This is an optimization exercise on Yosys and OpenROAD, whose aim is small area and a short achievable clock period, not a production implementation. At most, simulation tests tie the RTL to the original design; equivalence was not proved. The RTL of runs 1 and 2 was laid out without a check of its function. Power figures rest on the tool's default switching activity, not on a simulated workload.

## flow/constraint.sdc

```tcl
create_clock -name core_clock -period 7.0 [get_ports {clk}]
set_input_delay 1.4000 -clock core_clock [delete_from_list [all_inputs] [get_ports {clk}]]
set_output_delay 1.4000 -clock core_clock [all_outputs]
set_load 0.01 [all_outputs]
```

## flow/flow/run.sh

```bash
#!/bin/bash
# Standard layout, with plain buffers (not delay cells) on the ports.
set -euo pipefail
export BUFFER_PORTS_ARGS="-buffer_cell sky130_fd_sc_hd__buf_2"
bash standard.sh synth > make_synth.log 2>&1
bash standard.sh finish > make_finish.log 2>&1
```

## flow/design.v

```verilog
module neuron_l2 (
    input clk,
    input reset,
    input enable,
    input startup,
    input signed [17*16-1:0] in,
    input signed [15:0] weight,
    output reg signed [15:0] out,
    output reg outvalid,
    output reg tmp3
);
    wire load = enable & startup;
    wire comp = enable & ~startup;
    reg [15:0] C [0:16];
    reg [16:0] V;        
    reg [16:0] z;        
    reg [16:0] wz;       
    integer j;
    always @(posedge clk) begin
        if (!load) wz <= {z[14:0], z[16:15]};
        for (j = 0; j < 17; j = j + 1)
            C[j] <= (load & wz[j]) ? weight : C[(j + 16) % 17];
    end
    always @(posedge clk or posedge reset) begin
        if (reset) begin
            V <= 17'd0;
            z <= 17'd1;
        end else begin
            V <= ({17{load}} & wz) | {V[15:0], V[16]};
            z <= {z[15:0], z[16]};
        end
    end
    reg [4:0] raddr;
    reg newIn, s1, s2;
    always @(posedge clk or posedge reset) begin
        if (reset) begin
            raddr <= 0; newIn <= 0; s1 <= 0; s2 <= 0; tmp3 <= 0; outvalid <= 0;
        end else if (enable) begin
            if (startup) begin
                raddr <= 0; newIn <= 0;
            end else if (raddr == 5'd16) begin
                raddr <= 0; newIn <= 1;
            end else begin
                raddr <= raddr + 5'd1; newIn <= 0;
            end
            s1 <= newIn; s2 <= s1; tmp3 <= s2; outvalid <= tmp3;
        end else begin
            raddr <= 0; newIn <= 0;
        end
    end
    wire xon = V[0] & ~newIn;
    reg [15:0] xsel;
    integer i;
    always @(*) begin
        xsel = 16'd0;
        for (i = 0; i < 17; i = i + 1)
            xsel = xsel | (in[16*i +: 16] & {16{z[i] & xon}});
    end
    reg [15:0] xr;
    reg [7:0] bp1, bn1, bp2, bn2;
    wire [16:0] we = {C[0], 1'b0};
    integer d;
    always @(posedge clk) begin
        xr <= xsel;
        for (d = 0; d < 8; d = d + 1) begin
            bp1[d] <= ~we[2*d+2] & (we[2*d+1] ^ we[2*d]);
            bn1[d] <=  we[2*d+2] & (we[2*d+1] ^ we[2*d]);
            bp2[d] <= ~we[2*d+2] &  we[2*d+1] &  we[2*d];
            bn2[d] <=  we[2*d+2] & ~we[2*d+1] & ~we[2*d];
        end
    end
    wire [7:0] bneg = bn1 | bn2;
    wire [16:0] x1 = {xr[15], xr};
    wire [16:0] x2 = {xr, 1'b0};
    wire [16:0] pp0 = ({17{bp1[0]}} & x1) | ({17{bn1[0]}} & ~x1) | ({17{bp2[0]}} & x2) | ({17{bn2[0]}} & ~x2);
    wire [16:0] pp1 = ({17{bp1[1]}} & x1) | ({17{bn1[1]}} & ~x1) | ({17{bp2[1]}} & x2) | ({17{bn2[1]}} & ~x2);
    wire [16:0] pp2 = ({17{bp1[2]}} & x1) | ({17{bn1[2]}} & ~x1) | ({17{bp2[2]}} & x2) | ({17{bn2[2]}} & ~x2);
    wire [16:0] pp3 = ({17{bp1[3]}} & x1) | ({17{bn1[3]}} & ~x1) | ({17{bp2[3]}} & x2) | ({17{bn2[3]}} & ~x2);
    wire [16:0] pp4 = ({17{bp1[4]}} & x1) | ({17{bn1[4]}} & ~x1) | ({17{bp2[4]}} & x2) | ({17{bn2[4]}} & ~x2);
    wire [16:0] pp5 = ({17{bp1[5]}} & x1) | ({17{bn1[5]}} & ~x1) | ({17{bp2[5]}} & x2) | ({17{bn2[5]}} & ~x2);
    wire [16:0] pp6 = ({17{bp1[6]}} & x1) | ({17{bn1[6]}} & ~x1) | ({17{bp2[6]}} & x2) | ({17{bn2[6]}} & ~x2);
    wire [16:0] pp7 = ({17{bp1[7]}} & x1) | ({17{bn1[7]}} & ~x1) | ({17{bp2[7]}} & x2) | ({17{bn2[7]}} & ~x2);
    wire a1 = pp0[10] ^ pp1[8];
    wire a2 = pp0[10] & pp1[8];
    wire a3 = pp0[11] ^ pp1[9];
    wire a4 = pp0[11] & pp1[9];
    wire a5 = pp0[12] ^ pp1[10] ^ pp2[8];
    wire a6 = (pp0[12] & pp1[10]) | (pp0[12] & pp2[8]) | (pp1[10] & pp2[8]);
    wire a7 = pp3[6] ^ pp4[4];
    wire a8 = pp3[6] & pp4[4];
    wire a9 = pp0[13] ^ pp1[11] ^ pp2[9];
    wire a10 = (pp0[13] & pp1[11]) | (pp0[13] & pp2[9]) | (pp1[11] & pp2[9]);
    wire a11 = pp3[7] ^ pp4[5];
    wire a12 = pp3[7] & pp4[5];
    wire a13 = pp0[14] ^ pp1[12] ^ pp2[10];
    wire a14 = (pp0[14] & pp1[12]) | (pp0[14] & pp2[10]) | (pp1[12] & pp2[10]);
    wire a15 = pp3[8] ^ pp4[6] ^ pp5[4];
    wire a16 = (pp3[8] & pp4[6]) | (pp3[8] & pp5[4]) | (pp4[6] & pp5[4]);
    wire a17 = pp6[2] ^ pp7[0];
    wire a18 = pp6[2] & pp7[0];
    wire a19 = pp0[15] ^ pp1[13] ^ pp2[11];
    wire a20 = (pp0[15] & pp1[13]) | (pp0[15] & pp2[11]) | (pp1[13] & pp2[11]);
    wire a21 = pp3[9] ^ pp4[7] ^ pp5[5];
    wire a22 = (pp3[9] & pp4[7]) | (pp3[9] & pp5[5]) | (pp4[7] & pp5[5]);
    wire a23 = pp6[3] ^ pp7[1];
    wire a24 = pp6[3] & pp7[1];
    wire a25 = ~pp0[16] ^ pp1[14] ^ pp2[12];
    wire a26 = (~pp0[16] & pp1[14]) | (~pp0[16] & pp2[12]) | (pp1[14] & pp2[12]);
    wire a27 = pp3[10] ^ pp4[8] ^ pp5[6];
    wire a28 = (pp3[10] & pp4[8]) | (pp3[10] & pp5[6]) | (pp4[8] & pp5[6]);
    wire a29 = pp6[4] ^ pp7[2];
    wire a30 = pp6[4] & pp7[2];
    wire a31 = pp1[15] ^ pp2[13] ^ pp3[11];
    wire a32 = (pp1[15] & pp2[13]) | (pp1[15] & pp3[11]) | (pp2[13] & pp3[11]);
    wire a33 = pp4[9] ^ pp5[7] ^ pp6[5];
    wire a34 = (pp4[9] & pp5[7]) | (pp4[9] & pp6[5]) | (pp5[7] & pp6[5]);
    wire a35 = ~pp1[16] ^ pp2[14] ^ pp3[12];
    wire a36 = (~pp1[16] & pp2[14]) | (~pp1[16] & pp3[12]) | (pp2[14] & pp3[12]);
    wire a37 = pp4[10] ^ pp5[8];
    wire a38 = pp4[10] & pp5[8];
    wire a39 = pp2[15] ^ pp3[13] ^ pp4[11];
    wire a40 = (pp2[15] & pp3[13]) | (pp2[15] & pp4[11]) | (pp3[13] & pp4[11]);
    wire a41 = ~pp2[16] ^ pp3[14];
    wire a42 = ~pp2[16] & pp3[14];
    wire a43 = pp0[6] ^ pp1[4];
    wire a44 = pp0[6] & pp1[4];
    wire a45 = pp0[7] ^ pp1[5];
    wire a46 = pp0[7] & pp1[5];
    wire a47 = pp0[8] ^ pp1[6] ^ pp2[4];
    wire a48 = (pp0[8] & pp1[6]) | (pp0[8] & pp2[4]) | (pp1[6] & pp2[4]);
    wire a49 = pp3[2] ^ pp4[0];
    wire a50 = pp3[2] & pp4[0];
    wire a51 = pp0[9] ^ pp1[7] ^ pp2[5];
    wire a52 = (pp0[9] & pp1[7]) | (pp0[9] & pp2[5]) | (pp1[7] & pp2[5]);
    wire a53 = pp3[3] ^ pp4[1];
    wire a54 = pp3[3] & pp4[1];
    wire a55 = a1 ^ pp2[6] ^ pp3[4];
    wire a56 = (a1 & pp2[6]) | (a1 & pp3[4]) | (pp2[6] & pp3[4]);
    wire a57 = pp4[2] ^ pp5[0] ^ bneg[5];
    wire a58 = (pp4[2] & pp5[0]) | (pp4[2] & bneg[5]) | (pp5[0] & bneg[5]);
    wire a59 = a3 ^ pp2[7] ^ pp3[5];
    wire a60 = (a3 & pp2[7]) | (a3 & pp3[5]) | (pp2[7] & pp3[5]);
    wire a61 = pp4[3] ^ pp5[1] ^ a2;
    wire a62 = (pp4[3] & pp5[1]) | (pp4[3] & a2) | (pp5[1] & a2);
    wire a63 = a5 ^ a7 ^ pp5[2];
    wire a64 = (a5 & a7) | (a5 & pp5[2]) | (a7 & pp5[2]);
    wire a65 = pp6[0] ^ bneg[6] ^ a4;
    wire a66 = (pp6[0] & bneg[6]) | (pp6[0] & a4) | (bneg[6] & a4);
    wire a67 = a9 ^ a11 ^ pp5[3];
    wire a68 = (a9 & a11) | (a9 & pp5[3]) | (a11 & pp5[3]);
    wire a69 = pp6[1] ^ a6 ^ a8;
    wire a70 = (pp6[1] & a6) | (pp6[1] & a8) | (a6 & a8);
    wire a71 = a13 ^ a15 ^ a17;
    wire a72 = (a13 & a15) | (a13 & a17) | (a15 & a17);
    wire a73 = bneg[7] ^ a10 ^ a12;
    wire a74 = (bneg[7] & a10) | (bneg[7] & a12) | (a10 & a12);
    wire a75 = a19 ^ a21 ^ a23;
    wire a76 = (a19 & a21) | (a19 & a23) | (a21 & a23);
    wire a77 = a14 ^ a16 ^ a18;
    wire a78 = (a14 & a16) | (a14 & a18) | (a16 & a18);
    wire a79 = a25 ^ a27 ^ a29;
    wire a80 = (a25 & a27) | (a25 & a29) | (a27 & a29);
    wire a81 = a20 ^ a22 ^ a24;
    wire a82 = (a20 & a22) | (a20 & a24) | (a22 & a24);
    wire a83 = a31 ^ a33 ^ pp7[3];
    wire a84 = (a31 & a33) | (a31 & pp7[3]) | (a33 & pp7[3]);
    wire a85 = a26 ^ a28 ^ a30;
    wire a86 = (a26 & a28) | (a26 & a30) | (a28 & a30);
    wire a87 = a35 ^ a37 ^ pp6[6];
    wire a88 = (a35 & a37) | (a35 & pp6[6]) | (a37 & pp6[6]);
    wire a89 = pp7[4] ^ a32 ^ a34;
    wire a90 = (pp7[4] & a32) | (pp7[4] & a34) | (a32 & a34);
    wire a91 = a39 ^ pp5[9] ^ pp6[7];
    wire a92 = (a39 & pp5[9]) | (a39 & pp6[7]) | (pp5[9] & pp6[7]);
    wire a93 = pp7[5] ^ a36 ^ a38;
    wire a94 = (pp7[5] & a36) | (pp7[5] & a38) | (a36 & a38);
    wire a95 = a41 ^ pp4[12] ^ pp5[10];
    wire a96 = (a41 & pp4[12]) | (a41 & pp5[10]) | (pp4[12] & pp5[10]);
    wire a97 = pp6[8] ^ pp7[6] ^ a40;
    wire a98 = (pp6[8] & pp7[6]) | (pp6[8] & a40) | (pp7[6] & a40);
    wire a99 = pp3[15] ^ pp4[13] ^ pp5[11];
    wire a100 = (pp3[15] & pp4[13]) | (pp3[15] & pp5[11]) | (pp4[13] & pp5[11]);
    wire a101 = pp6[9] ^ pp7[7] ^ a42;
    wire a102 = (pp6[9] & pp7[7]) | (pp6[9] & a42) | (pp7[7] & a42);
    wire a103 = ~pp3[16] ^ pp4[14] ^ pp5[12];
    wire a104 = (~pp3[16] & pp4[14]) | (~pp3[16] & pp5[12]) | (pp4[14] & pp5[12]);
    wire a105 = pp6[10] ^ pp7[8];
    wire a106 = pp6[10] & pp7[8];
    wire a107 = pp4[15] ^ pp5[13] ^ pp6[11];
    wire a108 = (pp4[15] & pp5[13]) | (pp4[15] & pp6[11]) | (pp5[13] & pp6[11]);
    wire a109 = ~pp4[16] ^ pp5[14];
    wire a110 = ~pp4[16] & pp5[14];
    reg [27:0] r1 [0:3];
    always @(posedge clk) begin
        r1[0] <= {pp6[15], ~pp5[16], pp5[15], a109, a107, a103, a99, a95, a91, a87, a83, a79, a75, a71, a67, a63, a59, a55, a51, a47, a45, a43, pp0[5], pp0[4], pp0[3], pp0[2], pp0[1], pp0[0]};
        r1[1] <= {pp7[13], pp6[14], pp6[13], pp6[12], pp7[9], a105, a101, a97, a93, a89, a85, a81, a77, a73, a69, a65, a61, a57, a53, a49, pp2[3], pp2[2], pp1[3], pp1[2], pp1[1], pp1[0], 1'b0, bneg[0]};
        r1[2] <= {1'b0, pp7[12], pp7[11], pp7[10], a104, a100, a96, a92, a88, a84, a80, a76, a72, a68, a64, a60, a56, a52, a48, bneg[4], pp3[1], pp3[0], pp2[1], pp2[0], 1'b0, bneg[1], 1'b0, 1'b0};
        r1[3] <= {1'b0, 1'b0, a110, a108, a106, a102, a98, a94, a90, a86, a82, a78, a74, a70, a66, a62, a58, a54, a50, a46, a44, bneg[3], 1'b0, bneg[2], 1'b0, 1'b0, 1'b0, 1'b0};
    end
    reg [27:0] as, ac;
    reg clr;
    always @(posedge clk) clr <= comp & ~s1 & (raddr == 5'd1);
    wire [27:0] fs = clr ? 28'd393216 : as;
    wire [27:0] fc = clr ? 28'd0 : ac;
    wire b1 = r1[0][2] ^ r1[1][2];
    wire b2 = r1[0][2] & r1[1][2];
    wire b3 = r1[0][3] ^ r1[1][3];
    wire b4 = r1[0][3] & r1[1][3];
    wire b5 = r1[0][4] ^ r1[1][4] ^ r1[2][4];
    wire b6 = (r1[0][4] & r1[1][4]) | (r1[0][4] & r1[2][4]) | (r1[1][4] & r1[2][4]);
    wire b7 = r1[3][4] ^ fs[4];
    wire b8 = r1[3][4] & fs[4];
    wire b9 = r1[0][5] ^ r1[1][5] ^ r1[2][5];
    wire b10 = (r1[0][5] & r1[1][5]) | (r1[0][5] & r1[2][5]) | (r1[1][5] & r1[2][5]);
    wire b11 = fs[5] ^ fc[5];
    wire b12 = fs[5] & fc[5];
    wire b13 = r1[0][6] ^ r1[1][6] ^ r1[2][6];
    wire b14 = (r1[0][6] & r1[1][6]) | (r1[0][6] & r1[2][6]) | (r1[1][6] & r1[2][6]);
    wire b15 = r1[3][6] ^ fs[6] ^ fc[6];
    wire b16 = (r1[3][6] & fs[6]) | (r1[3][6] & fc[6]) | (fs[6] & fc[6]);
    wire b17 = r1[0][7] ^ r1[1][7] ^ r1[2][7];
    wire b18 = (r1[0][7] & r1[1][7]) | (r1[0][7] & r1[2][7]) | (r1[1][7] & r1[2][7]);
    wire b19 = r1[3][7] ^ fs[7] ^ fc[7];
    wire b20 = (r1[3][7] & fs[7]) | (r1[3][7] & fc[7]) | (fs[7] & fc[7]);
    wire b21 = r1[0][8] ^ r1[1][8] ^ r1[2][8];
    wire b22 = (r1[0][8] & r1[1][8]) | (r1[0][8] & r1[2][8]) | (r1[1][8] & r1[2][8]);
    wire b23 = r1[3][8] ^ fs[8] ^ fc[8];
    wire b24 = (r1[3][8] & fs[8]) | (r1[3][8] & fc[8]) | (fs[8] & fc[8]);
    wire b25 = r1[0][9] ^ r1[1][9] ^ r1[2][9];
    wire b26 = (r1[0][9] & r1[1][9]) | (r1[0][9] & r1[2][9]) | (r1[1][9] & r1[2][9]);
    wire b27 = r1[3][9] ^ fs[9] ^ fc[9];
    wire b28 = (r1[3][9] & fs[9]) | (r1[3][9] & fc[9]) | (fs[9] & fc[9]);
    wire b29 = r1[0][10] ^ r1[1][10] ^ r1[2][10];
    wire b30 = (r1[0][10] & r1[1][10]) | (r1[0][10] & r1[2][10]) | (r1[1][10] & r1[2][10]);
    wire b31 = r1[3][10] ^ fs[10] ^ fc[10];
    wire b32 = (r1[3][10] & fs[10]) | (r1[3][10] & fc[10]) | (fs[10] & fc[10]);
    wire b33 = r1[0][11] ^ r1[1][11] ^ r1[2][11];
    wire b34 = (r1[0][11] & r1[1][11]) | (r1[0][11] & r1[2][11]) | (r1[1][11] & r1[2][11]);
    wire b35 = r1[3][11] ^ fs[11] ^ fc[11];
    wire b36 = (r1[3][11] & fs[11]) | (r1[3][11] & fc[11]) | (fs[11] & fc[11]);
    wire b37 = r1[0][12] ^ r1[1][12] ^ r1[2][12];
    wire b38 = (r1[0][12] & r1[1][12]) | (r1[0][12] & r1[2][12]) | (r1[1][12] & r1[2][12]);
    wire b39 = r1[3][12] ^ fs[12] ^ fc[12];
    wire b40 = (r1[3][12] & fs[12]) | (r1[3][12] & fc[12]) | (fs[12] & fc[12]);
    wire b41 = r1[0][13] ^ r1[1][13] ^ r1[2][13];
    wire b42 = (r1[0][13] & r1[1][13]) | (r1[0][13] & r1[2][13]) | (r1[1][13] & r1[2][13]);
    wire b43 = r1[3][13] ^ fs[13] ^ fc[13];
    wire b44 = (r1[3][13] & fs[13]) | (r1[3][13] & fc[13]) | (fs[13] & fc[13]);
    wire b45 = r1[0][14] ^ r1[1][14] ^ r1[2][14];
    wire b46 = (r1[0][14] & r1[1][14]) | (r1[0][14] & r1[2][14]) | (r1[1][14] & r1[2][14]);
    wire b47 = r1[3][14] ^ fs[14] ^ fc[14];
    wire b48 = (r1[3][14] & fs[14]) | (r1[3][14] & fc[14]) | (fs[14] & fc[14]);
    wire b49 = r1[0][15] ^ r1[1][15] ^ r1[2][15];
    wire b50 = (r1[0][15] & r1[1][15]) | (r1[0][15] & r1[2][15]) | (r1[1][15] & r1[2][15]);
    wire b51 = r1[3][15] ^ fs[15] ^ fc[15];
    wire b52 = (r1[3][15] & fs[15]) | (r1[3][15] & fc[15]) | (fs[15] & fc[15]);
    wire b53 = r1[0][16] ^ r1[1][16] ^ r1[2][16];
    wire b54 = (r1[0][16] & r1[1][16]) | (r1[0][16] & r1[2][16]) | (r1[1][16] & r1[2][16]);
    wire b55 = r1[3][16] ^ fs[16] ^ fc[16];
    wire b56 = (r1[3][16] & fs[16]) | (r1[3][16] & fc[16]) | (fs[16] & fc[16]);
    wire b57 = r1[0][17] ^ r1[1][17] ^ r1[2][17];
    wire b58 = (r1[0][17] & r1[1][17]) | (r1[0][17] & r1[2][17]) | (r1[1][17] & r1[2][17]);
    wire b59 = r1[3][17] ^ fs[17] ^ fc[17];
    wire b60 = (r1[3][17] & fs[17]) | (r1[3][17] & fc[17]) | (fs[17] & fc[17]);
    wire b61 = r1[0][18] ^ r1[1][18] ^ r1[2][18];
    wire b62 = (r1[0][18] & r1[1][18]) | (r1[0][18] & r1[2][18]) | (r1[1][18] & r1[2][18]);
    wire b63 = r1[3][18] ^ fs[18] ^ fc[18];
    wire b64 = (r1[3][18] & fs[18]) | (r1[3][18] & fc[18]) | (fs[18] & fc[18]);
    wire b65 = r1[0][19] ^ r1[1][19] ^ r1[2][19];
    wire b66 = (r1[0][19] & r1[1][19]) | (r1[0][19] & r1[2][19]) | (r1[1][19] & r1[2][19]);
    wire b67 = r1[3][19] ^ fs[19] ^ fc[19];
    wire b68 = (r1[3][19] & fs[19]) | (r1[3][19] & fc[19]) | (fs[19] & fc[19]);
    wire b69 = r1[0][20] ^ r1[1][20] ^ r1[2][20];
    wire b70 = (r1[0][20] & r1[1][20]) | (r1[0][20] & r1[2][20]) | (r1[1][20] & r1[2][20]);
    wire b71 = r1[3][20] ^ fs[20] ^ fc[20];
    wire b72 = (r1[3][20] & fs[20]) | (r1[3][20] & fc[20]) | (fs[20] & fc[20]);
    wire b73 = r1[0][21] ^ r1[1][21] ^ r1[2][21];
    wire b74 = (r1[0][21] & r1[1][21]) | (r1[0][21] & r1[2][21]) | (r1[1][21] & r1[2][21]);
    wire b75 = r1[3][21] ^ fs[21] ^ fc[21];
    wire b76 = (r1[3][21] & fs[21]) | (r1[3][21] & fc[21]) | (fs[21] & fc[21]);
    wire b77 = r1[0][22] ^ r1[1][22] ^ r1[2][22];
    wire b78 = (r1[0][22] & r1[1][22]) | (r1[0][22] & r1[2][22]) | (r1[1][22] & r1[2][22]);
    wire b79 = r1[3][22] ^ fs[22] ^ fc[22];
    wire b80 = (r1[3][22] & fs[22]) | (r1[3][22] & fc[22]) | (fs[22] & fc[22]);
    wire b81 = r1[0][23] ^ r1[1][23] ^ r1[2][23];
    wire b82 = (r1[0][23] & r1[1][23]) | (r1[0][23] & r1[2][23]) | (r1[1][23] & r1[2][23]);
    wire b83 = r1[3][23] ^ fs[23] ^ fc[23];
    wire b84 = (r1[3][23] & fs[23]) | (r1[3][23] & fc[23]) | (fs[23] & fc[23]);
    wire b85 = r1[0][24] ^ r1[1][24] ^ r1[2][24];
    wire b86 = (r1[0][24] & r1[1][24]) | (r1[0][24] & r1[2][24]) | (r1[1][24] & r1[2][24]);
    wire b87 = r1[3][24] ^ fs[24] ^ fc[24];
    wire b88 = (r1[3][24] & fs[24]) | (r1[3][24] & fc[24]) | (fs[24] & fc[24]);
    wire b89 = r1[0][25] ^ r1[1][25] ^ r1[2][25];
    wire b90 = (r1[0][25] & r1[1][25]) | (r1[0][25] & r1[2][25]) | (r1[1][25] & r1[2][25]);
    wire b91 = r1[3][25] ^ fs[25] ^ fc[25];
    wire b92 = (r1[3][25] & fs[25]) | (r1[3][25] & fc[25]) | (fs[25] & fc[25]);
    wire b93 = r1[0][26] ^ r1[1][26] ^ r1[2][26];
    wire b94 = (r1[0][26] & r1[1][26]) | (r1[0][26] & r1[2][26]) | (r1[1][26] & r1[2][26]);
    wire b95 = fs[26] ^ fc[26];
    wire b96 = fs[26] & fc[26];
    wire b97 = r1[0][27] ^ r1[1][27] ^ fs[27];
    wire b98 = (r1[0][27] & r1[1][27]) | (r1[0][27] & fs[27]) | (r1[1][27] & fs[27]);
    wire b99 = r1[0][0] ^ r1[1][0];
    wire b100 = r1[0][0] & r1[1][0];
    wire b101 = r1[0][1] ^ fs[1];
    wire b102 = r1[0][1] & fs[1];
    wire b103 = b1 ^ r1[2][2] ^ fs[2];
    wire b104 = (b1 & r1[2][2]) | (b1 & fs[2]) | (r1[2][2] & fs[2]);
    wire b105 = b3 ^ fs[3] ^ fc[3];
    wire b106 = (b3 & fs[3]) | (b3 & fc[3]) | (fs[3] & fc[3]);
    wire b107 = b5 ^ b7 ^ fc[4];
    wire b108 = (b5 & b7) | (b5 & fc[4]) | (b7 & fc[4]);
    wire b109 = b9 ^ b11 ^ b6;
    wire b110 = (b9 & b11) | (b9 & b6) | (b11 & b6);
    wire b111 = b13 ^ b15 ^ b10;
    wire b112 = (b13 & b15) | (b13 & b10) | (b15 & b10);
    wire b113 = b17 ^ b19 ^ b14;
    wire b114 = (b17 & b19) | (b17 & b14) | (b19 & b14);
    wire b115 = b21 ^ b23 ^ b18;
    wire b116 = (b21 & b23) | (b21 & b18) | (b23 & b18);
    wire b117 = b25 ^ b27 ^ b22;
    wire b118 = (b25 & b27) | (b25 & b22) | (b27 & b22);
    wire b119 = b29 ^ b31 ^ b26;
    wire b120 = (b29 & b31) | (b29 & b26) | (b31 & b26);
    wire b121 = b33 ^ b35 ^ b30;
    wire b122 = (b33 & b35) | (b33 & b30) | (b35 & b30);
    wire b123 = b37 ^ b39 ^ b34;
    wire b124 = (b37 & b39) | (b37 & b34) | (b39 & b34);
    wire b125 = b41 ^ b43 ^ b38;
    wire b126 = (b41 & b43) | (b41 & b38) | (b43 & b38);
    wire b127 = b45 ^ b47 ^ b42;
    wire b128 = (b45 & b47) | (b45 & b42) | (b47 & b42);
    wire b129 = b49 ^ b51 ^ b46;
    wire b130 = (b49 & b51) | (b49 & b46) | (b51 & b46);
    wire b131 = b53 ^ b55 ^ b50;
    wire b132 = (b53 & b55) | (b53 & b50) | (b55 & b50);
    wire b133 = b57 ^ b59 ^ b54;
    wire b134 = (b57 & b59) | (b57 & b54) | (b59 & b54);
    wire b135 = b61 ^ b63 ^ b58;
    wire b136 = (b61 & b63) | (b61 & b58) | (b63 & b58);
    wire b137 = b65 ^ b67 ^ b62;
    wire b138 = (b65 & b67) | (b65 & b62) | (b67 & b62);
    wire b139 = b69 ^ b71 ^ b66;
    wire b140 = (b69 & b71) | (b69 & b66) | (b71 & b66);
    wire b141 = b73 ^ b75 ^ b70;
    wire b142 = (b73 & b75) | (b73 & b70) | (b75 & b70);
    wire b143 = b77 ^ b79 ^ b74;
    wire b144 = (b77 & b79) | (b77 & b74) | (b79 & b74);
    wire b145 = b81 ^ b83 ^ b78;
    wire b146 = (b81 & b83) | (b81 & b78) | (b83 & b78);
    wire b147 = b85 ^ b87 ^ b82;
    wire b148 = (b85 & b87) | (b85 & b82) | (b87 & b82);
    wire b149 = b89 ^ b91 ^ b86;
    wire b150 = (b89 & b91) | (b89 & b86) | (b91 & b86);
    wire b151 = b93 ^ b95 ^ b90;
    wire b152 = (b93 & b95) | (b93 & b90) | (b95 & b90);
    wire b153 = b97 ^ fc[27] ^ b94;
    wire b154 = (b97 & fc[27]) | (b97 & b94) | (fc[27] & b94);
    wire b155 = b99 ^ fs[0];
    wire b156 = b99 & fs[0];
    wire b157 = b101 ^ fc[1] ^ b100;
    wire b158 = (b101 & fc[1]) | (b101 & b100) | (fc[1] & b100);
    wire b159 = b103 ^ fc[2] ^ b102;
    wire b160 = (b103 & fc[2]) | (b103 & b102) | (fc[2] & b102);
    wire b161 = b105 ^ b2 ^ b104;
    wire b162 = (b105 & b2) | (b105 & b104) | (b2 & b104);
    wire b163 = b107 ^ b4 ^ b106;
    wire b164 = (b107 & b4) | (b107 & b106) | (b4 & b106);
    wire b165 = b109 ^ b8 ^ b108;
    wire b166 = (b109 & b8) | (b109 & b108) | (b8 & b108);
    wire b167 = b111 ^ b12 ^ b110;
    wire b168 = (b111 & b12) | (b111 & b110) | (b12 & b110);
    wire b169 = b113 ^ b16 ^ b112;
    wire b170 = (b113 & b16) | (b113 & b112) | (b16 & b112);
    wire b171 = b115 ^ b20 ^ b114;
    wire b172 = (b115 & b20) | (b115 & b114) | (b20 & b114);
    wire b173 = b117 ^ b24 ^ b116;
    wire b174 = (b117 & b24) | (b117 & b116) | (b24 & b116);
    wire b175 = b119 ^ b28 ^ b118;
    wire b176 = (b119 & b28) | (b119 & b118) | (b28 & b118);
    wire b177 = b121 ^ b32 ^ b120;
    wire b178 = (b121 & b32) | (b121 & b120) | (b32 & b120);
    wire b179 = b123 ^ b36 ^ b122;
    wire b180 = (b123 & b36) | (b123 & b122) | (b36 & b122);
    wire b181 = b125 ^ b40 ^ b124;
    wire b182 = (b125 & b40) | (b125 & b124) | (b40 & b124);
    wire b183 = b127 ^ b44 ^ b126;
    wire b184 = (b127 & b44) | (b127 & b126) | (b44 & b126);
    wire b185 = b129 ^ b48 ^ b128;
    wire b186 = (b129 & b48) | (b129 & b128) | (b48 & b128);
    wire b187 = b131 ^ b52 ^ b130;
    wire b188 = (b131 & b52) | (b131 & b130) | (b52 & b130);
    wire b189 = b133 ^ b56 ^ b132;
    wire b190 = (b133 & b56) | (b133 & b132) | (b56 & b132);
    wire b191 = b135 ^ b60 ^ b134;
    wire b192 = (b135 & b60) | (b135 & b134) | (b60 & b134);
    wire b193 = b137 ^ b64 ^ b136;
    wire b194 = (b137 & b64) | (b137 & b136) | (b64 & b136);
    wire b195 = b139 ^ b68 ^ b138;
    wire b196 = (b139 & b68) | (b139 & b138) | (b68 & b138);
    wire b197 = b141 ^ b72 ^ b140;
    wire b198 = (b141 & b72) | (b141 & b140) | (b72 & b140);
    wire b199 = b143 ^ b76 ^ b142;
    wire b200 = (b143 & b76) | (b143 & b142) | (b76 & b142);
    wire b201 = b145 ^ b80 ^ b144;
    wire b202 = (b145 & b80) | (b145 & b144) | (b80 & b144);
    wire b203 = b147 ^ b84 ^ b146;
    wire b204 = (b147 & b84) | (b147 & b146) | (b84 & b146);
    wire b205 = b149 ^ b88 ^ b148;
    wire b206 = (b149 & b88) | (b149 & b148) | (b88 & b148);
    wire b207 = b151 ^ b92 ^ b150;
    wire b208 = (b151 & b92) | (b151 & b150) | (b92 & b150);
    wire b209 = b153 ^ b96 ^ b152;
    wire b210 = (b153 & b96) | (b153 & b152) | (b96 & b152);
    always @(posedge clk) begin
        as <= {b209, b207, b205, b203, b201, b199, b197, b195, b193, b191, b189, b187, b185, b183, b181, b179, b177, b175, b173, b171, b169, b167, b165, b163, b161, b159, b157, b155};
        ac <= {b208, b206, b204, b202, b200, b198, b196, b194, b192, b190, b188, b186, b184, b182, b180, b178, b176, b174, b172, b170, b168, b166, b164, b162, b160, b158, b156, fc[0]};
    end
    wire [27:0] acc = as + ac;
    wire g20 = tmp3 & (raddr == 5'd3);
    always @(posedge clk) out <= (g20 & ~acc[27]) ? acc[27:12] : 16'd0;
endmodule
```

## flow/config.mk

```make
export PLATFORM = sky130hd
export DESIGN_NAME = neuron_l2
export DESIGN_NICKNAME = neuron_l2
export VERILOG_FILES = /design/flow/design.v
export SDC_FILE = /design/flow/constraint.sdc
export NUM_CORES = 4
export LEC_CHECK = 0
export CAP_MARGIN = 20
export CORE_MARGIN = 2
export CORE_UTILIZATION = 40
export SETUP_SLACK_MARGIN = 4.5
export SLEW_MARGIN = 20
```

## flow/standard.sh

```bash
#!/bin/bash
# synth_recipe.tcl (not shown) runs the flow's synth.tcl, then flattens the netlist and writes it again
# the make line also repeats each setting of config.mk as NAME=value (left out here)
make -C /OpenROAD-flow-scripts/flow DESIGN_CONFIG=/design/flow/config.mk WORK_HOME=/design/flow/orfs CLKGATE_MAP_FILE= SYNTH_SCRIPT=/design/flow/synth_recipe.tcl "${@:-finish}"
```

==> results by group, run 1 <==
Logic synthesis
  • Dominant synthesized flop cell: dfxtp_1
  • Yosys reg bits: 552
  • Sequential area share after synthesis: 46.1%
  • Top cell type's share of synthesized area: 39.6%
  • Mux share of post-synthesis cell area: 20.6%
  • Synth Area in XOR/XNOR: 0.987%
  • Post-synthesis compound-gate area fraction: 7.22%
  • Adder-Cell Fraction of Synth Area: 13.4%
  • Synth Instances: 2104
  • Synth warnings: 3
  • Async SR Flop Fraction: 7.97%
  • Synth cell types: 64
  • Largest cells by area after synthesis: dfxtp_1 40%, mux2_2 13%, fa_1 11%, mux2i_1 7.5%, dfrtp_1 4.3%
  • Syn_area_per_cell: 11.8 µm²
  • Synthesized net count: 2581
  • EDFF count, synth: 17
  • Main combinational cell family by area after synthesis: multiplexers
  • Dominant cell type by area after synthesis: dfxtp_1
  • Netlist Area Pre-Place: 0.0248 mm²
  • Post-synthesis simple-gate area fraction: 8.42%

Layout
  • Layout Cells excl Fill: 3236
  • Final instance area: 0.0295 mm²
  • Fillers: 5578
  • Commonest non-fill, non-tap cell in the layout: dfxtp_1
  • Area grow syn2layout: 18.8%
  • Final Core Density: 47.9%
  • Most frequent cells in the layout: 482 x dfxtp_1, 309 x buf_2, 262 x mux2_2
  • Final #Nets: 2820
  • Layout cells sized above 1: 33.3%

Timing
  • Final Skew: 0.0426 ns
  • FMAX: 393 MHz
  • Final Setup Violations: 0
  • Total negative slack: 0 ns
  • Fin. max-slew vios: 0
  • Max-slew headroom: 30.1%
  • RSZ-0062 raised after global routing: yes
  • Fin crit share: 36.3%
  • Final min period: 2.54 ns
  • Final hold violation count: 0
  • Worst-margin pin slew: 1.05 ns

Setup path
  • Critical path type: reg2out
  • CP Max Fanout: 2
  • Critical Path Sink Type: output pin
  • Data arrival, critical path: 1.14 ns
  • Worst path max stage delay: 0.38 ns
  • Max stage delay cell, worst path: dfrtp_1
  • Critical path origin: tmp3
  • Critical R2R Launch: xr[13]
  • WP data required: 5.60 ns
  • CP delay by family, top: flip-flops
  • Worst setup SP type: register
  • Crit-path cells: buf_2
  • Buffers & Inverters on Critical Path: 1

Route
  • DR iter-0 viols: 1140
  • Wire per inst: 24.3 µm
  • Routed via count: 16.6k
  • Vias per inst: 5.14
  • # DRC: 0
  • Final WL: 78500 µm
  • Drt pass-1 iters: 6
  • Antenna viol nets, final: 0

Placed design
  • Cells after DPL: 3107
  • Gpl congestion: 0.987
  • IO Port Bufs: 309
  • Final HPWL DP: 57900 µm
  • Placed Instance Area: 0.0272 mm²

Clock network
  • CTS clk-pin slew, worst paths: 0.07 ns
  • Clk sink count: 552
  • Skew-Pair Late Insertion Delay: 0.63 ns
  • CTS Buffer Depth: 3
  • TritonCTS clock tree: yes
  • CTS Buf Count: 56
  • Hold Buf Count CTS: 0
  • H-tree depth: 2
  • Root buffer cell: clkbuf_16

Floorplan
  • Initial Util: 40.3%
  • Row count: 91
  • Core area: 0.0616 mm²
  • Die X: 253 µm
  • Chip Height: 253 µm
  • I/O Pins: 310
  • Full die area: 0.0641 mm²

Global routing
  • GRT Residual Overflow: 0
  • First-pass GRT wire length: 116000 µm
  • Vias in the first global route: 17.4k
  • Largest net degree at the start of global routing: 55
  • Overall global routing resource usage: 24.7%
  • Initial antenna violation count: 10

Flow run
  • Max cap viols: 0

Power and ir drop
  • Peak supply drop: 0.241 mV
  • Power Density: 420 mW/mm²
  • Leakage power: 12.6 nW

Run status
  • Outcome: no timing/DRC/antenna violations

Min path
  • Hold Crit Start: z[12]
  • HP Class: reg2reg
-- per-layer routing --
metal | track usage [%] | wire [µm] | up-vias
met1 | 34.7 | 37000 | 8300
met5 | 0 | 13 | -
met3 | 6.14 | 4800 | 99
li1 | - | - | 7820
met4 | 5.85 | 1650 | 2
met2 | 38.1 | 35000 | 413
-- final timing paths --
path	to	slack, ns	cells past startpoint
max in group asynchronous	V[0]	5.49	2
hold reg to reg	z[13]	0.39	0
hold / removal	z[13]	0.39	0
min in group asynchronous	V[6]	0.93	2
setup / recovery	tmp3	4.46	1
setup reg to reg	r1[0][18]	4.55	5
-- sequential cells by signal (all words and copies together), names as in the netlist, 17 cells and up --
name / flops
C: 272
ac: 27
wz: 17
r1: 100
z: 17
as: 28
V: 17
-- area by class of cell --
class / instances / area [µm²] / area share [%]
Multi-Input combinational cell: 1344 / 12900 / 43.8
Sequential cell: 552 / 11500 / 38.9
Timing Repair Buffer: 342 / 1850 / 6.26
Clock buffer: 75 / 1610 / 5.47
Tap cell: 837 / 1050 / 3.55
Clock inverter: 29 / 405 / 1.37
Inverter: 47 / 181 / 0.615
Antenna cell: 10 / 25.0 / 0.0848
-- where the power goes --
group          leakage [nW]  internal (mW)  switching (mW)  total, mW
logic                  6.72           2.19            2.33       4.52
registers              4.84           4.10           0.568       4.67
clock network         0.997           1.89            1.30       3.19
total                  12.6           8.18            4.19       12.4
-- cell families (layout without fill, tap and decap cells) --
| group | count (synthesis) | after routing |
|---|---|---|
| XOR/XNOR | 28 | 28 |
| flip-flops | 552 | 552 |
| adder cells (fa/ha/maj) | 185 | 185 |
| AND/OR/NAND/NOR | 428 | 428 |
| buffers and inverters | 208 | 493 |
| other | 1 | 11 |
| AO/OA/AOI/OAI | 227 | 227 |
| multiplexers | 475 | 475 |
-- Yosys cell counts, types with 43 or more instances --
library cell / instances
dfxtp_1: 491
mux2_2: 289
mux2i_1: 186
nand2_1: 160
fa_1: 134
clkbuf_1: 123
a22oi_1: 96
nor2b_1: 76
nor2_1: 65
ha_1: 51
inv_1: 46
dfrtp_1: 43
-- through the flow --
stage / power [mW] / setup slack [ns] / hold slack (ns)
after floorplan: 7.82 / 4.44 / 0.362
after global placement: 9.01 / 3.64 / 0.372
after detailed placement: 9.16 / 3.55 / 0.381
after CTS: 12.4 / 4.32 / 0.385
after global routing: 13.4 / 4.41 / 0.396
final: 12.4 / 4.46 / 0.386
-- repair_timing --
| item | 4_1_cts | 5_1_grt |
|---|---|---|
| gates cloned | 0 | 1 |
| pin swaps | 1 | 8 |
| buffers inserted | 8 | 6 |
| resized for setup | 29 | 18 |
| setup endpoints to repair | 228 | 32 |
==> inputs of run 2 (changes only) <==
--- a/flow/config.mk
+++ b/flow/config.mk
@@ -8,5 +8,7 @@
 export CAP_MARGIN = 20
 export CORE_MARGIN = 2
 export CORE_UTILIZATION = 40
-export SETUP_SLACK_MARGIN = 4.5
+export CTS_CLUSTER_DIAMETER = 100
+export CTS_CLUSTER_SIZE = 30
+export SETUP_SLACK_MARGIN = 5.0
 export SLEW_MARGIN = 20
==> run 2 against run 1 <==
  * Still clean
  * Worst hold slack better by 0.025 ns
  * Combinational power up 21%
  * Via count up 5.0%
  * Utilization up 4.2 points
  * Largest power group is now combinational cells
==> results by group, run 2 <==
Timing
  • Final Skew: 0.0237 ns
  • Final min period: 2.53 ns
  • Final Setup Violations: 0
  • Fin crit share: 36.1%
  • Max-slew headroom: 43.7%
  • FMAX: 395 MHz
  • Hold WS: 0.411 ns
  • Fin. max-slew vios: 0
  • Worst-margin pin slew: 0.845 ns
  • RSZ-0062 raised after global routing: yes
  • Total negative slack: 0 ns
  • Final hold violation count: 0

Power and ir drop
  • Power Density: 367 mW/mm²
  • Leakage power: 13.4 nW
  • Peak supply drop: 0.243 mV

Setup path
  • WP data required: 5.60 ns
  • CP delay by family, top: flip-flops
  • RR Endpoint: as[20]
  • Flop2flop setup slack: 4.51 ns
  • Data arrival, critical path: 1.13 ns
  • Worst r2r path cells: 7
  • Critical R2R Launch: clr
  • Buffers & Inverters on Critical Path: 1
  • Worst setup SP type: register
  • Critical path type: reg2out
  • Crit-path cells: buf_2
  • CP Max Fanout: 2
  • Max stage delay cell, worst path: dfrtp_1
  • Critical Path Sink Type: output pin
  • Worst path max stage delay: 0.39 ns

Layout
  • Most frequent cells in the layout: 438 x dfxtp_1, 298 x buf_2, 262 x mux2_2
  • Top reg by flops: C
  • Layout cells sized above 1: 47.2%
  • Top flop regs: C: 272 flops, r1: 100 flops, as: 28 flops
  • Max reg flops: 272
  • Final #Nets: 2983
  • Commonest non-fill, non-tap cell in the layout: dfxtp_1
  • Area grow syn2layout: 29.1%

Logic synthesis
  • Yosys reg bits: 552
  • Top cell type's share of synthesized area: 39.6%
  • Synth warnings: 3
  • Largest cells by area after synthesis: dfxtp_1 40%, mux2_2 13%, fa_1 11%, mux2i_1 7.5%, dfrtp_1 4.3%
  • Count leader, synth: dfxtp_1
  • Sequential area share after synthesis: 46.1%
  • Dominant cell type by area after synthesis: dfxtp_1
  • Dominant synthesized flop cell: dfxtp_1
  • Synth top cells by count: 491 x dfxtp_1, 289 x mux2_2, 186 x mux2i_1, 160 x nand2_1, 134 x fa_1
  • EDFF count, synth: 17
  • Synth Instances: 2104
  • Syn_area_per_cell: 11.8 µm²
  • Synth cell types: 64
  • Netlist Area Pre-Place: 0.0248 mm²
  • Async SR Flop Fraction: 7.97%
  • Synthesized net count: 2581

Route
  • Vias per inst: 5.20
  • # DRC: 0
  • Routed via count: 17.5k
  • Final WL: 87500 µm
  • Wire per inst: 26.1 µm
  • DR iter-0 viols: 1139
  • Antenna viol nets, final: 0
  • Drt pass-1 iters: 7

Min path
  • Hold Crit Start: z[12]
  • HP Class: reg2reg
  • Hold Path Depth: 0
  • WHS Endpoint: z[13]

Floorplan
  • Chip Height: 253 µm
  • I/O Pins: 310
  • Core area: 0.0616 mm²
  • Initial Util: 40.3%
  • Die X: 253 µm
  • Row count: 91
  • Full die area: 0.0641 mm²

Global routing
  • Largest net degree at the start of global routing: 45
  • Overall global routing resource usage: 27.1%
  • Vias in the first global route: 18.1k
  • First-pass GRT wire length: 127000 µm
  • Initial antenna violation count: 5
  • GRT Residual Overflow: 0

Clock network
  • Clk sink count: 552
  • Skew-Pair Late Insertion Delay: 0.60 ns
  • Root buffer cell: clkbuf_16
  • TritonCTS clock tree: yes
  • CTS clk-pin slew, worst paths: 0.11 ns
  • Hold Buf Count CTS: 0
  • CTS Buf Count: 22
  • CTS Buffer Depth: 3
  • H-tree depth: 1

Flow run
  • Max cap viols: 0

Placed design
  • IO Port Bufs: 309
  • Final HPWL DP: 59500 µm
  • Gpl congestion: 1.00

Run status
  • Outcome: no timing/DRC/antenna violations
## run 2: what timing repair did
item,4_1_cts,5_1_grt
gates cloned,34,2
pin swaps,96,106
endpoints found under the setup margin,456,281
setup buffers,126,44
resized for setup,305,147
## run 2: power breakdown
part	internal [mW]	total [mW]	switching [mW]
logic	2.77	5.49	2.72
clock network	0.609	1.59	0.976
registers	4.12	4.70	0.587
## run 2: cell families after synthesis
family | Yosys count | synth area share, %
compound gates | 227 | 7.22
simple gates | 428 | 8.42
flops | 552 | 46.1
other cells | 1 | 0.0151
mux | 475 | 20.6
fa+ha+maj | 185 | 13.4
xor+xnor | 28 | 0.987
buf+inv | 208 | 3.32
## run 2: worst max-delay path by stage
stage                   from        end  slack, ns  depth (start not counted)
finish              outvalid   outvalid       4.47                          1
global route        outvalid   outvalid       4.43                          1
CTS                     tmp3       tmp3       4.44                          1
detailed placement    enable      wz[5]       3.74                          3
global placement      enable      wz[6]       3.79                          3
floorplan             enable  C[10][10]       4.45                          6
## run 2: cell type report
class / instances / area [µm²]
clock buffer: 31 / 588
fill: 5345 / 29500
clock inverter: 2 / 50.0
antenna: 5 / 12.5
inverter: 47 / 193
timing repair buffer: 516 / 4030
sequential: 552 / 11600
multi-input combinational: 1367 / 14600
tap: 837 / 1050
## run 2: per-stage QoR
step                std cells  worst slack (ns)  power [mW]  util, %  area [µm²]
floorplan                2104              4.45        8.09        -       26100
global placement         3113              3.79        9.35     45.0       27700
detailed placement       3113              3.74        9.55     45.0       27700
CTS                      3306              4.44        11.5     50.3       31000
global route             3352              4.43        12.7     52.0       32100
finish                   3357              4.47        11.8     52.1       32100
## run 2: layer usage
metal	share of wire, %	GRT usage (%)
met4	1.4	3.60
met2	48	46.1
met1	47	37.8
met3	3.6	3.50
met5	0	0
==> inputs of run 3 (changes only) <==
--- a/flow/design.v
+++ b/flow/design.v
@@ -13,21 +13,28 @@
     wire comp = enable & ~startup;
     reg [15:0] C [0:16];
     reg [16:0] V;        
-    reg [16:0] z;        
-    reg [16:0] wz;       
+    reg [4:0] zc;        
+    reg [4:0] wc;        
+    wire [15:0] wn = ~weight;
     integer j;
     always @(posedge clk) begin
-        if (!load) wz <= {z[14:0], z[16:15]};
+        if (!load) wc <= (zc >= 5'd15) ? zc - 5'd15 : zc + 5'd2;
+        C[0] <= (load & (wc == 5'd0)) ? weight : C[16];
+        for (j = 1; j < 17; j = j + 1)
+            C[j] <= ~((load & (wc == j)) ? ((j % 2) ? weight : wn) : C[j - 1]);
+    end
+    reg [16:0] wsel;
+    always @(*) begin
         for (j = 0; j < 17; j = j + 1)
-            C[j] <= (load & wz[j]) ? weight : C[(j + 16) % 17];
+            wsel[j] = load & (wc == j);
     end
     always @(posedge clk or posedge reset) begin
         if (reset) begin
             V <= 17'd0;
-            z <= 17'd1;
+            zc <= 5'd0;
         end else begin
-            V <= ({17{load}} & wz) | {V[15:0], V[16]};
-            z <= {z[15:0], z[16]};
+            V <= wsel | {V[15:0], V[16]};
+            zc <= (zc == 5'd16) ? 5'd0 : zc + 5'd1;
         end
     end
     reg [4:0] raddr;
@@ -54,14 +61,14 @@
     always @(*) begin
         xsel = 16'd0;
         for (i = 0; i < 17; i = i + 1)
-            xsel = xsel | (in[16*i +: 16] & {16{z[i] & xon}});
+            xsel = xsel | (in[16*i +: 16] & {16{zc == i}});
     end
     reg [15:0] xr;
     reg [7:0] bp1, bn1, bp2, bn2;
     wire [16:0] we = {C[0], 1'b0};
     integer d;
     always @(posedge clk) begin
-        xr <= xsel;
+        xr <= xsel & {16{xon}};
         for (d = 0; d < 8; d = d + 1) begin
             bp1[d] <= ~we[2*d+2] & (we[2*d+1] ^ we[2*d]);
             bn1[d] <=  we[2*d+2] & (we[2*d+1] ^ we[2*d]);
--- a/flow/config.mk
+++ b/flow/config.mk
@@ -8,7 +8,5 @@
 export CAP_MARGIN = 20
 export CORE_MARGIN = 2
 export CORE_UTILIZATION = 40
-export CTS_CLUSTER_DIAMETER = 100
-export CTS_CLUSTER_SIZE = 30
-export SETUP_SLACK_MARGIN = 5.0
+export SETUP_SLACK_MARGIN = 4.5
 export SLEW_MARGIN = 20
==> run 3 against run 2 <==
  * Via count is 2.0% lower
  * Global-route usage decreased by 4.5 points
  * First-iteration DRC count up 20%
  * Worst setup slack got worse by 0.077 ns
  * Sequential cell count fell by 24
  * Largest cell class unchanged
  * Highest routed layer is now met5
==> results by group, run 3 <==
Run status
  • Outcome: no timing/DRC/antenna violations

Layout
  • Max reg flops: 272
  • Area grow syn2layout: 20.0%
  • Top reg by flops: C
  • Layout cells sized above 1: 23.6%
  • Top flop regs: C: 272 flops, r1: 100 flops, as: 28 flops
  • Most frequent cells in the layout: 474 x dfxtp_1, 309 x buf_2, 308 x mux2i_1
  • Layout Cells excl Fill: 3296
  • Fillers: 5333
  • Commonest non-fill, non-tap cell in the layout: dfxtp_1
  • Final #Nets: 2956

Logic synthesis
  • Sequential area share after synthesis: 45.4%
  • Yosys reg bits: 528
  • Synth top cells by count: 491 x dfxtp_1, 308 x mux2i_1, 186 x nor2_1, 159 x nand2_1, 143 x a21oi_1
  • Largest cells by area after synthesis: dfxtp_1 41%, mux2i_1 13%, fa_1 11%, dfrtp_1 3.4%, a22oi_1 3.2%
  • Synthesized net count: 2718
  • Netlist Area Pre-Place: 0.0238 mm²
  • Syn_area_per_cell: 10.6 µm²
  • Synth Instances: 2235
  • Top cell type's share of synthesized area: 41.4%
  • Synth cell types: 61
  • Dominant synthesized flop cell: dfxtp_1
  • EDFF count, synth: 5
  • Count leader, synth: dfxtp_1
  • Async SR Flop Fraction: 6.06%
  • Synth warnings: 3
  • Dominant cell type by area after synthesis: dfxtp_1

Route
  • Wire per inst: 20.9 µm
  • Drt pass-1 iters: 6
  • Final WL: 68900 µm
  • Routed via count: 17.1k
  • DR iter-0 viols: 1372
  • Antenna viol nets, final: 0
  • # DRC: 0
  • Vias per inst: 5.19

Timing
  • Slack of the critical path: 4.39 ns
  • Final Setup Violations: 0
  • FMAX: 384 MHz
  • Fin. max-slew vios: 0
  • Max-slew headroom: 35.0%
  • Fin crit share: 37.2%
  • Final hold violation count: 0
  • Final Skew: 0.0273 ns
  • Final min period: 2.61 ns
  • Total negative slack: 0 ns
  • RSZ-0062 raised after global routing: yes
  • Hold WS: 0.395 ns
  • Worst-margin pin slew: 0.975 ns

Power and ir drop
  • Peak supply drop: 0.238 mV
  • Power Density: 329 mW/mm²
  • Leakage power: 12.8 nW

Floorplan
  • Core area: 0.0589 mm²
  • Initial Util: 40.3%
  • Chip Height: 248 µm
  • Row count: 89
  • I/O Pins: 310
  • Die X: 248 µm
  • Full die area: 0.0613 mm²

Setup path
  • Max stage delay cell, worst path: dfxtp_2
  • Critical Path Sink Type: register
  • Crit-path cells: ha_4 > nand4_1 > a21o_4 > a31oi_4 > a311oi_4 > buf_12 > o211ai_4 > a41oi_2 > mux2i_2 > buf_4 > buf_12 > nor3b_2
  • Worst path max stage delay: 0.33 ns
  • Data arrival, critical path: 3.15 ns
  • Critical path origin: as[3]
  • Critical path type: reg2reg
  • CP Max Fanout: 8
  • Worst setup SP type: register
  • WP data required: 7.54 ns
  • Critical R2R Launch: as[3]
  • CP most frequent cell: buf_12
  • Buffers & Inverters on Critical Path: 3
  • CP delay by family, top: compound AO/OA/AOI/OAI gates

Clock network
  • H-tree depth: 2
  • Root buffer cell: clkbuf_16
  • Skew-Pair Late Insertion Delay: 0.62 ns
  • CTS Buf Count: 53
  • Hold Buf Count CTS: 0
  • TritonCTS clock tree: yes
  • CTS clk-pin slew, worst paths: 0.06 ns
  • Clk sink count: 528
  • CTS Buffer Depth: 3

Global routing
  • Largest net degree at the start of global routing: 34
  • First-pass GRT wire length: 106000 µm
  • GRT Residual Overflow: 0
  • Overall global routing resource usage: 22.7%
  • Initial antenna violation count: 12
  • Vias in the first global route: 17.6k

Placed design
  • Cells after DPL: 3158
  • Gpl congestion: 1.04
  • IO Port Bufs: 309
  • Pre-CTS setup slack: 3.43 ns
  • Final HPWL DP: 49700 µm

Flow run
  • Max cap viols: 0

Min path
  • HP Class: reg2reg
  • Hold Crit Start: C[11][11]
run 3: stage by stage:
step	power, mW	area (µm²)	util, %
2_1_floorplan	5.71	23900	-
5_1_grt	10.1	28500	48.4
6_report	9.38	28500	48.4
3_3_place_gp	6.33	25800	43.9
3_5_place_dp	6.46	25800	43.9
4_1_cts	9.44	28100	47.7
run 3: worst register-to-register path: cells and delay by family, from the launching register on:
family | cells | cell delay, ns
AOI/OAI and AO/OA | 5 | 0.97
buffers and inverters | 3 | 0.45
DFF | 1 | 0.33
and+or+nand+nor | 2 | 0.33
adders and majority gates | 1 | 0.28
muxes | 1 | 0.18
run 3: area by class of cell:
cell class	count	area [µm²]	area share [%]
inverters	50	188	0.658
clock inverters	23	246	0.865
repair buffers	365	2140	7.50
flip-flops and latches	528	10800	38.0
well taps	773	967	3.39
multi-input cells	1475	12600	44.2
diodes	9	22.5	0.0790
clock buffers	73	1530	5.38
run 3: per-layer routing:
layer	track usage (%)	wire, µm	vias up
met1	31.5	32000	8412
met4	7.87	1830	4
met3	5.05	4110	128
met5	0.874	27	-
met2	34.6	30900	441
li1	-	-	8130
run 3: timing repair:
| action | 4_1_cts | 5_1_grt |
|---|---|---|
| pin swaps | 29 | 16 |
| resized for setup | 62 | 39 |
| buffers inserted | 17 | 14 |
| setup endpoints to repair | 290 | 217 |
| gates cloned | 1 | 0 |
run 3: path summary, 6_finish.rpt:
kind	end	slack (ns)	cells after the start
hold / removal	C[12][11]	0.40	1
setup reg to reg	out[3]	4.39	12
setup / recovery	out[3]	4.39	12
min in group asynchronous	s1	0.88	3
hold reg to reg	C[12][11]	0.40	1
max in group asynchronous	zc[0]	5.78	3
run 3: cells by family (layout without fill, tap and decap cells):
kind of cell | count (synthesis) | in the layout | synth area share, %
DFF | 528 | 528 | 45.4
buffers and inverters | 232 | 511 | 3.78
muxes | 340 | 340 | 14.5
xor gates and xnor gates | 33 | 33 | 1.22
AOI/OAI and AO/OA | 357 | 357 | 9.95
and+or+nand+nor | 553 | 553 | 10.8
adders and majority gates | 191 | 191 | 14.3
other | 1 | 10 | 0.0158
run 3: report_power, final:
group          switching, mW  internal, mW  leakage (nW)  total (mW)
clock network           1.21          1.62         0.888        2.83
logic                   1.36          1.30          7.41        2.66
registers              0.291          3.60          4.55        3.89
==> inputs of run 4 (changes only) <==
==> flow/flow/run.sh (replaced) <==
#!/bin/bash
# Standard layout, with plain buffers (not delay cells) on the ports.
set -euo pipefail
export BUFFER_PORTS_ARGS="-buffer_cell sky130_fd_sc_hd__buf_1"
bash standard.sh synth > make_synth.log 2>&1
bash standard.sh finish > make_finish.log 2>&1
--- a/flow/config.mk
+++ b/flow/config.mk
@@ -8,5 +8,7 @@
 export CAP_MARGIN = 20
 export CORE_MARGIN = 2
 export CORE_UTILIZATION = 40
+export CTS_CLUSTER_DIAMETER = 100
+export CTS_CLUSTER_SIZE = 30
 export SETUP_SLACK_MARGIN = 4.5
 export SLEW_MARGIN = 20
==> run 4 against run 3 <==
  * Sequential cell count is the same
  * Total power decreased by 13%
  * Combinational power about the same
  * Sequential power hardly changed
  * Via count shrank 1.1%
  * Highest routed layer is now met4
  * Area after synthesis did not move
  * Critical endpoint unchanged
  * Critical path depth did not move
==> results by group, run 4 <==
Logic synthesis
  • Syn_area_per_cell: 10.6 µm²
  • Sequential area share after synthesis: 45.4%
  • Top cell type's share of synthesized area: 41.4%
  • Largest cells by area after synthesis: dfxtp_1 41%, mux2i_1 13%, fa_1 11%, dfrtp_1 3.4%, a22oi_1 3.2%
  • Synth warnings: 3
  • Yosys reg bits: 528
  • Async SR Flop Fraction: 6.06%
  • Synth cell types: 61
  • Synth Instances: 2235
  • Synthesized net count: 2718
  • EDFF count, synth: 5
  • Count leader, synth: dfxtp_1
  • Netlist Area Pre-Place: 0.0238 mm²
  • Dominant cell type by area after synthesis: dfxtp_1
  • Synth top cells by count: 491 x dfxtp_1, 308 x mux2i_1, 186 x nor2_1, 159 x nand2_1, 143 x a21oi_1
  • Dominant synthesized flop cell: dfxtp_1

Floorplan
  • Full die area: 0.0613 mm²
  • Core area: 0.0589 mm²
  • Row count: 89
  • Chip Height: 248 µm
  • I/O Pins: 310
  • Initial Util: 40.3%
  • Die X: 248 µm

Clock network
  • Skew-Pair Late Insertion Delay: 0.59 ns
  • Root buffer cell: clkbuf_16
  • TritonCTS clock tree: yes
  • H-tree depth: 1
  • CTS Buffer Depth: 3
  • Clk sink count: 528
  • CTS clk-pin slew, worst paths: 0.11 ns
  • CTS Buf Count: 23
  • Hold Buf Count CTS: 0

Global routing
  • First-pass GRT wire length: 105000 µm
  • GRT Residual Overflow: 0
  • Overall global routing resource usage: 22.2%
  • Largest net degree at the start of global routing: 34
  • Vias in the first global route: 17.2k
  • Initial antenna violation count: 3

Route
  • Drt pass-1 iters: 8
  • Wire per inst: 21.2 µm
  • # DRC: 0
  • Routed via count: 16.9k
  • Final WL: 68600 µm
  • Antenna viol nets, final: 0
  • Vias per inst: 5.24
  • DR iter-0 viols: 1327

Setup path
  • Critical path type: reg2reg
  • Data arrival, critical path: 3.06 ns
  • Worst setup SP type: register
  • WP data required: 7.48 ns
  • Worst path max stage delay: 0.35 ns
  • CP most frequent cell: buf_12
  • Flop2flop setup slack: 4.41 ns
  • CP Max Fanout: 8
  • Crit-path cells: ha_4 > a21oi_2 > nor2b_1 > o31a_1 > a311oi_4 > buf_12 > o211ai_4 > a41oi_2 > mux2i_2 > buf_4 > buf_12 > nor3b_2
  • Max stage delay cell, worst path: dfxtp_2
  • Critical Path Sink Type: register

Layout
  • Max reg flops: 272
  • Top flop regs: C: 272 flops, r1: 100 flops, as: 28 flops
  • Layout Cells excl Fill: 3230
  • Most frequent cells in the layout: 467 x dfxtp_1, 308 x mux2i_1, 294 x buf_1
  • Final #Nets: 2928
  • Top reg by flops: C
  • Layout cells sized above 1: 10.6%
  • Commonest non-fill, non-tap cell in the layout: dfxtp_1
  • Area grow syn2layout: 14.3%

Placed design
  • Final HPWL DP: 49700 µm
  • Gpl congestion: 0.984
  • Cells after DPL: 3158
  • IO Port Bufs: 309

Timing
  • Worst-margin pin slew: 1.03 ns
  • Total negative slack: 0 ns
  • Final Setup Violations: 0
  • Fin crit share: 37.0%
  • RSZ-0062 raised after global routing: yes
  • Final min period: 2.59 ns
  • Fin. max-slew vios: 0
  • FMAX: 386 MHz
  • Final Skew: 0.0210 ns
  • Final hold violation count: 0
  • Max-slew headroom: 31.1%

Power and ir drop
  • Leakage power: 11.5 nW
  • Peak supply drop: 0.198 mV
  • Power Density: 300 mW/mm²

Min path
  • HP Class: reg2reg

Flow run
  • Max cap viols: 0

Run status
  • Outcome: no timing/DRC/antenna violations
## run 4: cell counts after synthesis
Identical to the previous run, type by type.
## run 4: cell type report
cell class	instances	area (µm²)
Fill cell	5506	31800
Antenna cell	3	7.51
Inverter	50	188
Clock inverter	6	110
Tap cell	773	967
Clock buffer	28	604
Multi-Input combinational cell	1476	12700
Sequential cell	528	10800
Timing Repair Buffer	366	1740
## run 4: where the power goes
part / total, mW / switching (mW) / internal, mW
registers: 3.90 / 0.304 / 3.59
clock network: 1.62 / 0.971 / 0.649
logic: 2.64 / 1.35 / 1.29
total: 8.16 / 2.63 / 5.53
## run 4: critical path: cells and delay by family (launching register included)
kind	cells	cell delay (ns)
flops	1	0.35
compound gates	5	0.99
mux	1	0.26
simple gates	2	0.14
buf+inv	3	0.45
fa+ha+maj	1	0.27
## run 4: logic make-up after synthesis
kind of cell	count (synthesis)	synth area share (%)
AO/OA/AOI/OAI	357	9.95
XOR/XNOR	33	1.22
adder cells (fa/ha/maj)	191	14.3
buffers and inverters	232	3.78
flip-flops	528	45.4
multiplexers	340	14.5
other	1	0.0158
AND/OR/NAND/NOR	553	10.8
## run 4: layer usage
layer / track usage, % / wire, µm / part of all wire [%] / up-vias
li1: - / - / - / 8035
met1: 32.0 / 32200 / 47 / 8456
met2: 36.2 / 32000 / 47 / 362
met3: 2.84 / 3300 / 4.8 / 66
met4: 3.50 / 1100 / 1.6 / 0
met5: 0 / 0 / 0 / -
## run 4: stage by stage
step / hold slack (ns) / cell area [µm²] / power, mW / worst slack [ns] / util, %
after detailed placement: 0.391 / 25500 / 6.42 / 3.27 / 43.2
after CTS: 0.381 / 26700 / 8.18 / 4.12 / 45.3
after global placement: 0.386 / 25500 / 6.31 / 3.36 / 43.2
final: 0.401 / 27200 / 8.16 / 4.41 / 46.1
after global routing: 0.410 / 27200 / 8.83 / 4.30 / 46.1
after floorplan: 0.383 / 23900 / 5.71 / 4.28 / -
## run 4: worst paths after layout
| kind | from | endpoint | depth (start not counted) |
|---|---|---|---|
| max | as[14] | out[3] | 12 |
| min | C[1][5] | C[2][5] | 1 |
| max reg2reg | as[14] | out[3] | 12 |
| min reg2reg | C[1][5] | C[2][5] | 1 |
| max in group asynchronous | reset | zc[2] | 3 |
| min in group asynchronous | reset | tmp3 | 3 |
## run 4: what timing repair did
action	CTS	global route
buffers inserted	14	19
gates cloned	1	1
gates resized for setup	71	69
setup endpoints to repair	366	202
pin swaps	26	24

## separate check: timing with driven ports
Ports are ideal in the flow. The routed layouts listed here were re-timed in OpenROAD. Step 1: set_driving_cell puts a clkbuf_16 on clk and a buf_2 on each other input, an assumption about the parent block. Step 2, shift: input delay + t, output delay - t, t = (earliest + latest rising clock arrival at the registers) / 2. This alone moves slack from input paths to output paths. Slacks: no drivers / after step 1 / after step 2; pairs: no drivers / after step 1.
run | t, ns | setup WS [ns] | worst slew at a driven data input, ns | cell pins on the clock port's net
run 1 | 0.666 | 4.456 / 4.401 / 4.131 | 0.20 | 1
run 2 | 0.643 | 4.471 / 4.415 / 4.306 | 0.24 | 1
run 3 | 0.666 | 4.394 / 4.384 / 3.948 | 0.14 | 1
run 4 | 0.633 | 4.412 / 4.378 / 3.876 | 0.14 | 1
After both steps setup and hold are still met in every run listed. The setup slack of run 4, which loses most, moves by -0.034 ns with the drivers and by -0.536 ns with both steps.
